Source: an optimization exercise on an open RTL-to-GDS flow (aim: small area and a short achievable clock period). Production flows keep margins and buffers that such runs may drop. No functional check of the RTL was part of this run. Power figures rest on the tool's default switching activity, not on a simulated workload.

[flow/design.v]
`default_nettype none
module fp32_add(
    input wire clk,
    input wire [31:0] a,
    input wire [31:0] b,
    input wire sub,
    input wire [2:0] rm,
    output wire [31:0] result,
    output wire nv,
    output wire of,
    output wire nx
);
    integer k;
    wire a_sign = a[31];
    wire b_sign = b[31] ^ sub;
    wire [7:0] a_exp = a[30:23];
    wire [7:0] b_exp = b[30:23];
    wire [22:0] a_frac = a[22:0];
    wire [22:0] b_frac = b[22:0];
    wire a_emax = &a_exp;
    wire b_emax = &b_exp;
    wire a_fz = ~|a_frac;
    wire b_fz = ~|b_frac;
    wire a_nan = a_emax & ~a_fz;
    wire b_nan = b_emax & ~b_fz;
    wire a_inf = a_emax & a_fz;
    wire b_inf = b_emax & b_fz;
    wire a_snan = a_nan & ~a_frac[22];
    wire b_snan = b_nan & ~b_frac[22];
    wire s0_is_sub = a_sign ^ b_sign;
    wire s0_inf_inf = s0_is_sub & a_inf & b_inf;
    wire s0_nv = a_snan | b_snan | s0_inf_inf;
    wire s0_nan = a_nan | b_nan | s0_inf_inf;
    wire s0_inf = ~s0_nan & (a_inf | b_inf);
    wire [1:0] s0_special = {s0_nan, s0_inf | s0_nv};
    wire a_hid = |a_exp;
    wire b_hid = |b_exp;
    wire [7:0] a_eeff = {a_exp[7:1], a_exp[0] | ~a_hid};
    wire [7:0] b_eeff = {b_exp[7:1], b_exp[0] | ~b_hid};
    wire [7:0] d_ab = a_eeff - b_eeff;
    wire [7:0] d_ba = b_eeff - a_eeff;
    wire exp_lt = a_exp < b_exp;
    wire exp_eq = a_exp == b_exp;
    reg [22:0] c_lt, c_eq;
    reg [11:0] c1_lt, c1_eq;
    reg [5:0] c2_lt, c2_eq;
    reg [2:0] c3_lt, c3_eq;
    reg frac_lt;
    always @* begin
        c_lt = ~a_frac & b_frac;
        c_eq = ~(a_frac ^ b_frac);
        for (k = 0; k < 11; k = k + 1) begin
            c1_lt[k] = c_lt[2*k+1] | (c_eq[2*k+1] & c_lt[2*k]);
            c1_eq[k] = c_eq[2*k+1] & c_eq[2*k];
        end
        c1_lt[11] = c_lt[22];
        c1_eq[11] = c_eq[22];
        for (k = 0; k < 6; k = k + 1) begin
            c2_lt[k] = c1_lt[2*k+1] | (c1_eq[2*k+1] & c1_lt[2*k]);
            c2_eq[k] = c1_eq[2*k+1] & c1_eq[2*k];
        end
        for (k = 0; k < 3; k = k + 1) begin
            c3_lt[k] = c2_lt[2*k+1] | (c2_eq[2*k+1] & c2_lt[2*k]);
            c3_eq[k] = c2_eq[2*k+1] & c2_eq[2*k];
        end
        frac_lt = c3_lt[2] | (c3_eq[2] & (c3_lt[1] | (c3_eq[1] & c3_lt[0])));
    end
    wire swap = exp_lt | (exp_eq & frac_lt);
    wire [7:0] l_exp = exp_lt ? b_exp : a_exp;
    wire [22:0] l_frac = swap ? b_frac : a_frac;
    wire [23:0] s_sig = (swap ? {a_hid, a_frac} : {b_hid, b_frac}) ^ {24{s0_is_sub}};
    wire l_sign = swap ? b_sign : a_sign;
    wire [4:0] s0_off = exp_lt ? d_ba[4:0] : d_ab[4:0];
    wire s0_far = exp_lt ? |d_ba[7:5] : |d_ab[7:5];    
    reg r1_sign, r1_is_sub;
    reg [2:0] r1_rm;
    reg [1:0] r1_special;
    reg [7:0] r1_lexp;
    reg [22:0] r1_lfrac;
    reg [23:0] r1_ssig;
    reg [4:0] r1_off;
    reg r1_far;
    always @(posedge clk) begin
        r1_sign <= l_sign;
        r1_is_sub <= s0_is_sub;
        r1_rm <= rm;
        r1_special <= s0_special;
        r1_lexp <= l_exp;
        r1_lfrac <= l_frac;
        r1_ssig <= s_sig;
        r1_off <= s0_off;
        r1_far <= s0_far;
    end
    wire l_hid = |r1_lexp;
    wire [7:0] l_e = {r1_lexp[7:1], r1_lexp[0] | ~l_hid};
    wire [27:0] in1 = {1'b0, l_hid, r1_lfrac, 3'b000};
    wire f = r1_is_sub;    
    wire [26:0] sh0 = {r1_ssig, {3{f}}};
    wire [26:0] sh1 = r1_far ? {27{f}} : r1_off[4] ? {{16{f}}, sh0[26:16]} : sh0;
    wire [26:0] sh2 = r1_off[3] ? {{8{f}}, sh1[26:8]} : sh1;
    wire [26:0] sh3 = r1_off[2] ? {{4{f}}, sh2[26:4]} : sh2;
    wire [26:0] sh4 = r1_off[1] ? {{2{f}}, sh3[26:2]} : sh3;
    wire [26:0] sh5 = r1_off[0] ? {f, sh4[26:1]} : sh4;
    wire [23:0] s_true = r1_ssig ^ {24{f}};
    reg sticky;
    always @* begin
        sticky = 1'b0;
        for (k = 0; k < 24; k = k + 1)
            if (r1_far || r1_off >= k + 3) sticky = sticky | s_true[k];
    end
    wire [27:0] in2x = {f, sh5[26:1], sticky ^ f};
    wire [28:0] sum_c = {in1, 1'b1} + {in2x, f};
    wire [27:0] s1_sum = sum_c[28:1];
    wire [7:0] s1_exp = l_e + 8'd1;
    wire rdn = r1_rm == 3'b010;
    wire rup = r1_rm == 3'b011;
    wire rtz = r1_rm == 3'b001;
    wire rmm = r1_rm == 3'b100;
    wire s1_up = (rdn & r1_sign) | (rup & ~r1_sign);
    wire s1_dn = rtz | (rdn & ~r1_sign) | (rup & r1_sign);
    wire [1:0] s1_cls = {s1_up | rmm, s1_dn | rmm};
    wire s1_zsign = r1_is_sub ? rdn : r1_sign;
    reg r2_sign, r2_zsign;
    reg [1:0] r2_cls;
    reg [1:0] r2_special;
    reg [7:0] r2_exp;
    reg [27:0] r2_sum;
    always @(posedge clk) begin
        r2_sign <= r1_sign;
        r2_zsign <= s1_zsign;
        r2_cls <= s1_cls;
        r2_special <= r1_special;
        r2_exp <= s1_exp;
        r2_sum <= s1_sum;
    end
    reg [27:0] lim_mask;    
    reg [27:0] above_mask;  
    always @* begin
        for (k = 0; k < 28; k = k + 1) begin
            lim_mask[k] = (r2_exp == 8'd28 - k);
            above_mask[k] = (r2_exp >= 8'd28 - k);
        end
    end
    wire [27:0] x = r2_sum | lim_mask;
    wire z4 = ~|x[27:12];
    wire [15:0] x4 = z4 ? x[11:0] << 4 : x[27:12];
    wire z3 = ~|x4[15:8];
    wire [7:0] x3 = z3 ? x4[7:0] : x4[15:8];
    wire z2 = ~|x3[7:4];
    wire [3:0] x2 = z2 ? x3[3:0] : x3[7:4];
    wire z1 = ~|x2[3:2];
    wire [1:0] x1 = z1 ? x2[1:0] : x2[3:2];
    wire z0 = ~x1[1];
    wire [4:0] lzc = {z4, z3, z2, z1, z0};
    wire [27:0] n4 = z4 ? {r2_sum[11:0], 16'b0} : r2_sum;
    wire [27:0] n3 = z3 ? {n4[19:0], 8'b0} : n4;
    wire [27:0] n2 = z2 ? {n3[23:0], 4'b0} : n3;
    wire [27:0] n1 = z1 ? {n2[25:0], 2'b0} : n2;
    wire [27:0] n0 = z0 ? {n1[26:0], 1'b0} : n1;
    wire s2_tiny = ~|(r2_sum & above_mask);    
    wire c1 = r2_sum[27];
    wire c2 = ~r2_sum[27] & r2_sum[26];
    wire lsb = c1 ? r2_sum[4] : c2 ? r2_sum[3] : r2_sum[2];
    wire g = c1 ? r2_sum[3] : c2 ? r2_sum[2] : r2_sum[1];
    wire st = c1 ? |r2_sum[2:0] : c2 ? |r2_sum[1:0] : r2_sum[0];
    wire inexact = g | st;
    reg add_one;
    always @* begin
        case (r2_cls)
            2'd0: add_one = g & (lsb | st);
            2'd1: add_one = 1'b0;
            2'd2: add_one = g | st;
            default: add_one = g;
        endcase
    end
    wire sp_inf = r2_special == 2'b01;
    wire sp_nan = r2_special[1];
    wire sp = |r2_special;
    wire ovf = ~sp & c1 & (&r2_exp);           
    wire of_max = r2_cls == 2'd1;              
    wire zero_sign = ~|r2_sum;
    reg [7:0] s2_exp;
    reg [4:0] s2_lzc;
    reg [22:0] s2_frac;
    always @* begin
        s2_lzc = (sp | ovf | s2_tiny) ? 5'd0 : lzc;
        if (sp_nan) {s2_exp, s2_frac} = 31'h7fc00000;
        else if (sp_inf | (ovf & ~of_max)) {s2_exp, s2_frac} = 31'h7f800000;
        else if (ovf) {s2_exp, s2_frac} = 31'h7f7fffff;
        else {s2_exp, s2_frac} = {s2_tiny ? 8'd0 : r2_exp, n0[26:4]};
    end
    wire s2_efe = ~sp & ((c1 & (r2_exp == 8'hfe)) | (c2 & (r2_exp == 8'hff)));
    reg r3_sign, r3_inc, r3_nx, r3_of, r3_nv, r3_efe;
    reg [7:0] r3_exp;
    reg [4:0] r3_lzc;
    reg [22:0] r3_frac;
    always @(posedge clk) begin
        r3_sign <= ~sp_nan & (zero_sign ? r2_zsign : r2_sign);
        r3_inc <= ~sp & ~ovf & add_one;
        r3_nx <= ~sp & (inexact | ovf);
        r3_of <= ovf;
        r3_nv <= r2_special == 2'b11;
        r3_exp <= s2_exp;
        r3_lzc <= s2_lzc;
        r3_frac <= s2_frac;
        r3_efe <= s2_efe;
    end
    reg [22:0] frac_out;
    always @*
        for (k = 0; k < 23; k = k + 1)
            frac_out[k] = r3_frac[k] ^ (r3_inc & (&(r3_frac | ({23{1'b1}} << k))));
    wire carry = r3_inc & (&r3_frac);
    wire [7:0] exp_c0 = r3_exp - {3'b0, r3_lzc};
    wire [7:0] exp_c1 = r3_lzc[1] ? r3_exp - 8'd1 : r3_lzc[0] ? r3_exp : r3_exp + 8'd1;
    wire [7:0] exp_out = carry ? exp_c1 : exp_c0;
    assign result = {r3_sign, exp_out, frac_out};
    assign of = r3_of | (r3_efe & carry);
    assign nx = r3_nx;
    assign nv = r3_nv;
endmodule
`default_nettype wire
[flow/run.sh]
#!/bin/bash
# synth_recipe.tcl (not shown) runs the flow's synth.tcl, then flattens the netlist and writes it again
# the make line also repeats each setting of config.mk as NAME=value (left out here)
make -C /OpenROAD-flow-scripts/flow DESIGN_CONFIG=/design/flow/config.mk WORK_HOME=/design/flow/orfs CLKGATE_MAP_FILE= SYNTH_SCRIPT=/design/flow/synth_recipe.tcl finish
[flow/config.mk]
export PLATFORM = sky130hd
export DESIGN_NAME = fp32_add
export DESIGN_NICKNAME = fp32_add
export VERILOG_FILES = /design/flow/design.v
export SDC_FILE = /design/flow/constraint.sdc
export NUM_CORES = 4
export LEC_CHECK = 0
export CAP_MARGIN = 20
export CORE_MARGIN = 2
export CORE_UTILIZATION = 40
export SETUP_SLACK_MARGIN = 2
export SLEW_MARGIN = 20
[flow/constraint.sdc]
create_clock -name core_clock -period 6.5 [get_ports {clk}]
set_input_delay 1.3000 -clock core_clock [delete_from_list [all_inputs] [get_ports {clk}]]
set_output_delay 1.3000 -clock core_clock [all_outputs]
set_load 0.01 [all_outputs]
==> impl_metrics.tcl <==
set metrics [dict create \
    outcome "finished clean" \
    cpMaxStageDelayCell "dfxtp_2" \
    path_cells "nand4_1 > nor4_4 > and4_1 > and4_4 > and4_4 > and3_4 > nand4_1 > buf_6 > mux2i_1 > or3_1 > o21ai_1 > xor2_1 > buf_2" \
    synth_top_family_by_area "compound AO/OA/AOI/OAI gates" \
    grt_overflow 0 \
    hold_class "flip-flop to flip-flop" \
    synth-seq-cells 152 \
    rrSetupSlack_ps 2180 \
    clk_latency_ps 430 \
    drc_errors 0 \
    cap_violations 0 \
    rsz0062_at_grt "true" \
    dieArea_um2 33400 \
    maxSlewViolCount 0 \
    fmax_mhz 216 \
    synth_compound_area_share_pct 26.5 \
    max_stage_delay_ps 350 \
    num_rows 65 \
    antenna_found_initial 1 \
    yosysWarnings 1 \
    cts_made_buffers 17 \
    syn-num-nets 1765 \
    max_slew_margin_pct 29.5 \
    synth_area_leaders "dfxtp_1 (24%), ha_1 (7.0%), mux2i_1 (7.0%), a21oi_1 (5.5%), xnor2_1 (5.2%)" \
    yosys.area.top_type "dfxtp_1" \
    synth_xor_area_share_pct 6.91 \
    cp_top_family "simple AND/OR/NAND/NOR gates" \
    cp.arrival_ps 3330 \
    synth_area_um2 12800 \
    synth.distinct_cells 96 \
    cts-root-buf "clkbuf_16" \
    peakVddDrop_uv 249 \
    grt_start_max_net_pins 43 \
    yosys.area_share.simple_pct 18.1 \
    synth_top_area_share_pct 23.8 \
    required_ps 5200 \
    tightest_slew_ps 1050 \
    muxShareOfSynthArea_pct 10.9 \
    die_h_um 183 \
    timing.setup.tns_ps 0 \
    synth-async-reset-ratio_pct 0 \
    io_buffers 103 \
    drtIter0Drc 1207 \
    end_kind "output pin" \
    grt_pass1_vias 11859 \
    routed_wl_mm 43.0 \
    grt_usage_pct 24.5 \
    synth-edff-count 0 \
    fin_skew_ps 10.2 \
    period_share_pct 71.2 \
    synth_cells 1621 \
    via_per_inst 5.94 \
    critPathKind "flip-flop to output pin" \
    drive_gt1_share_pct 14.5 \
    ant_nets 0 \
    gp_congestion 0.984 \
    route.vias.total 12776 \
    cts_max_level 4 \
    grt_pass1_wl_mm 64.9 \
    synth_fa_ha_area_share_pct 7.67 \
    coreArea_um2 31600 \
    diodes 0 \
    crit_fanout 5 \
    wl_per_cell_um 20.0 \
    yosysSeqAreaShare_pct 23.8 \
    synth.most_common_cell "dfxtp_1" \
    avgSynthCellArea_um2 7.89 \
    nNetsFinal 1880 \
    initial_core_util_pct 40.6 \
    ys_top_cells_by_count "dfxtp_1 (152), a21oi_1 (140), nor2_1 (113)" \
    powerDensity_nw_per_um2 422 \
    io_pins 104 \
    yosys_most_used_dff "dfxtp_1" \
    crit_buf_inv 2 \
    startpoint_type "flip-flop" \
    cts_tree "built" \
    clk_path_buf_depth 2 \
    p_leak_nw 6.43 \
    finalSetupViolCount 0 \
    fillers 3067 \
    finalCriticalPeriod_ps 4630 \
    dr.pass1.iters 6 \
    area_growth_pct 21.4 \
    clk_pin_slew_ps 70 \
    hpwl_mm 32.0 \
    die_width_um 183 \
    finalPower_mw 6.55 \
    hold_violations 0 \
    cts.sinks 152 \
]
## routing by layer
metal	global-route usage, %	routed length, um	vias to the layer above
met5	0	0	-
met4	7.42	897	0
met3	4.01	2950	76
met2	39.7	19300	528
met1	33.4	19800	5960
li1	-	-	6212
## registers in the layout, indices dropped and copies added, names as in the netlist, 8 cells and up
signal / count
r3_frac: 23
r1_lfrac: 23
r1_ssig: 24
r3_exp: 8
r2_sum: 28
r2_exp: 8
r1_lexp: 8
## logic make-up (layout without fill, tap and decap cells)
kind of cell / Yosys count / after routing
flops: 152 / 152
mux: 132 / 132
compound gates: 508 / 511
buf+inv: 191 / 315
fa+ha+maj: 77 / 77
xor+xnor: 101 / 101
simple gates: 460 / 461
## worst paths after layout
check	start	endpoint	cells after the start
max	r3_inc	result[30]	13
min	r1_special[1]	r2_special[1]	0
max reg2reg	r1_off[3]	r2_sum[26]	19
min reg2reg	r1_special[1]	r2_special[1]	0
## per-stage QoR
stage | std cells | setup slack [ps] | area, um^2 | hold slack [ps] | util, %
2_1_floorplan | 1621 | 2020 | 12800 | 310 | -
3_3_place_gp | 2052 | 1240 | 14100 | 313 | 44.7
3_5_place_dp | 2052 | 1190 | 14100 | 315 | 44.7
4_1_cts | 2107 | 1760 | 15000 | 329 | 47.4
5_1_grt | 2151 | 1680 | 15500 | 333 | 49.2
6_report | 2151 | 1870 | 15500 | 326 | 49.2
## power breakdown
part	internal (mW)	switching, mW	leakage (nW)
registers	1.25	0.542	1.28
logic	1.72	2.09	4.87
clock network	0.540	0.421	0.276
total	3.50	3.05	6.43
## area by class of cell
class	instances	area (um^2)	area share, %
multi-input cells	1282	9310	59.9
flip-flops and latches	152	3070	19.8
inverters	93	349	2.25
clock buffers	17	425	2.74
well taps	402	503	3.24
clock inverters	15	159	1.02
repair buffers	190	1720	11.1
## timing repair
item                       CTS  global route
gates cloned                 1             4
resized for setup           37            78
setup buffers               22            40
hold buffers                 0             0
pin swaps                    8            26
setup endpoints to repair   50            43
## layout by cell type (no fill, tap or decap), drive strengths merged, types with 6 or more instances in the layout
cell type | Yosys | routed
clkbuf | 61 | 19
nand2b | 23 | 23
and3 | 16 | 16
dfxtp | 152 | 152
o21bai | 9 | 9
a211oi | 34 | 34
clkdlybuf4s50 | 0 | 93
a311oi | 11 | 11
a31oi | 23 | 23
inv | 93 | 99
a21oi | 141 | 141
ha | 72 | 72
nand3 | 36 | 36
buf | 37 | 89
o22ai | 19 | 19
nand4 | 27 | 27
nand2 | 104 | 104
mux2 | 42 | 42
or2 | 5 | 6
nor3b | 6 | 6
a2111oi | 10 | 10
a211o | 6 | 6
nor2 | 115 | 115
o211ai | 12 | 12
or3 | 10 | 10
o31ai | 10 | 10
nor2b | 18 | 18
nor3 | 46 | 46
and2 | 8 | 8
o21a | 18 | 19
nor4 | 28 | 28
a221oi | 9 | 9
mux2i | 90 | 90
xor2 | 25 | 25
o21ai | 102 | 102
xnor2 | 76 | 76
a21o | 39 | 39

## static timing again, ports no longer ideal
How much do the figures lean on ideal ports? The routed layout below was timed once more, with nothing changed but the port constraints.
Step 1: set_driving_cell puts a clkbuf_16 on clk and a buf_2 on each other input, an assumption about the parent block.
Step 2 also shifts input and output timing later by t, the mid clock arrival at the registers, as if the neighbouring blocks saw the same clock.
a / b / c = ideal ports / drivers / drivers and shift; a / b = the first two.
shift t [ns]: 0.475
setup WS [ns]: 1.871 / 1.821 / 1.686
clock arrival spread, ns: 0.016 / 0.016
After both steps this run still meets setup and hold. The setup slack of this run moves by -0.050 ns with the drivers and by -0.185 ns with both steps.
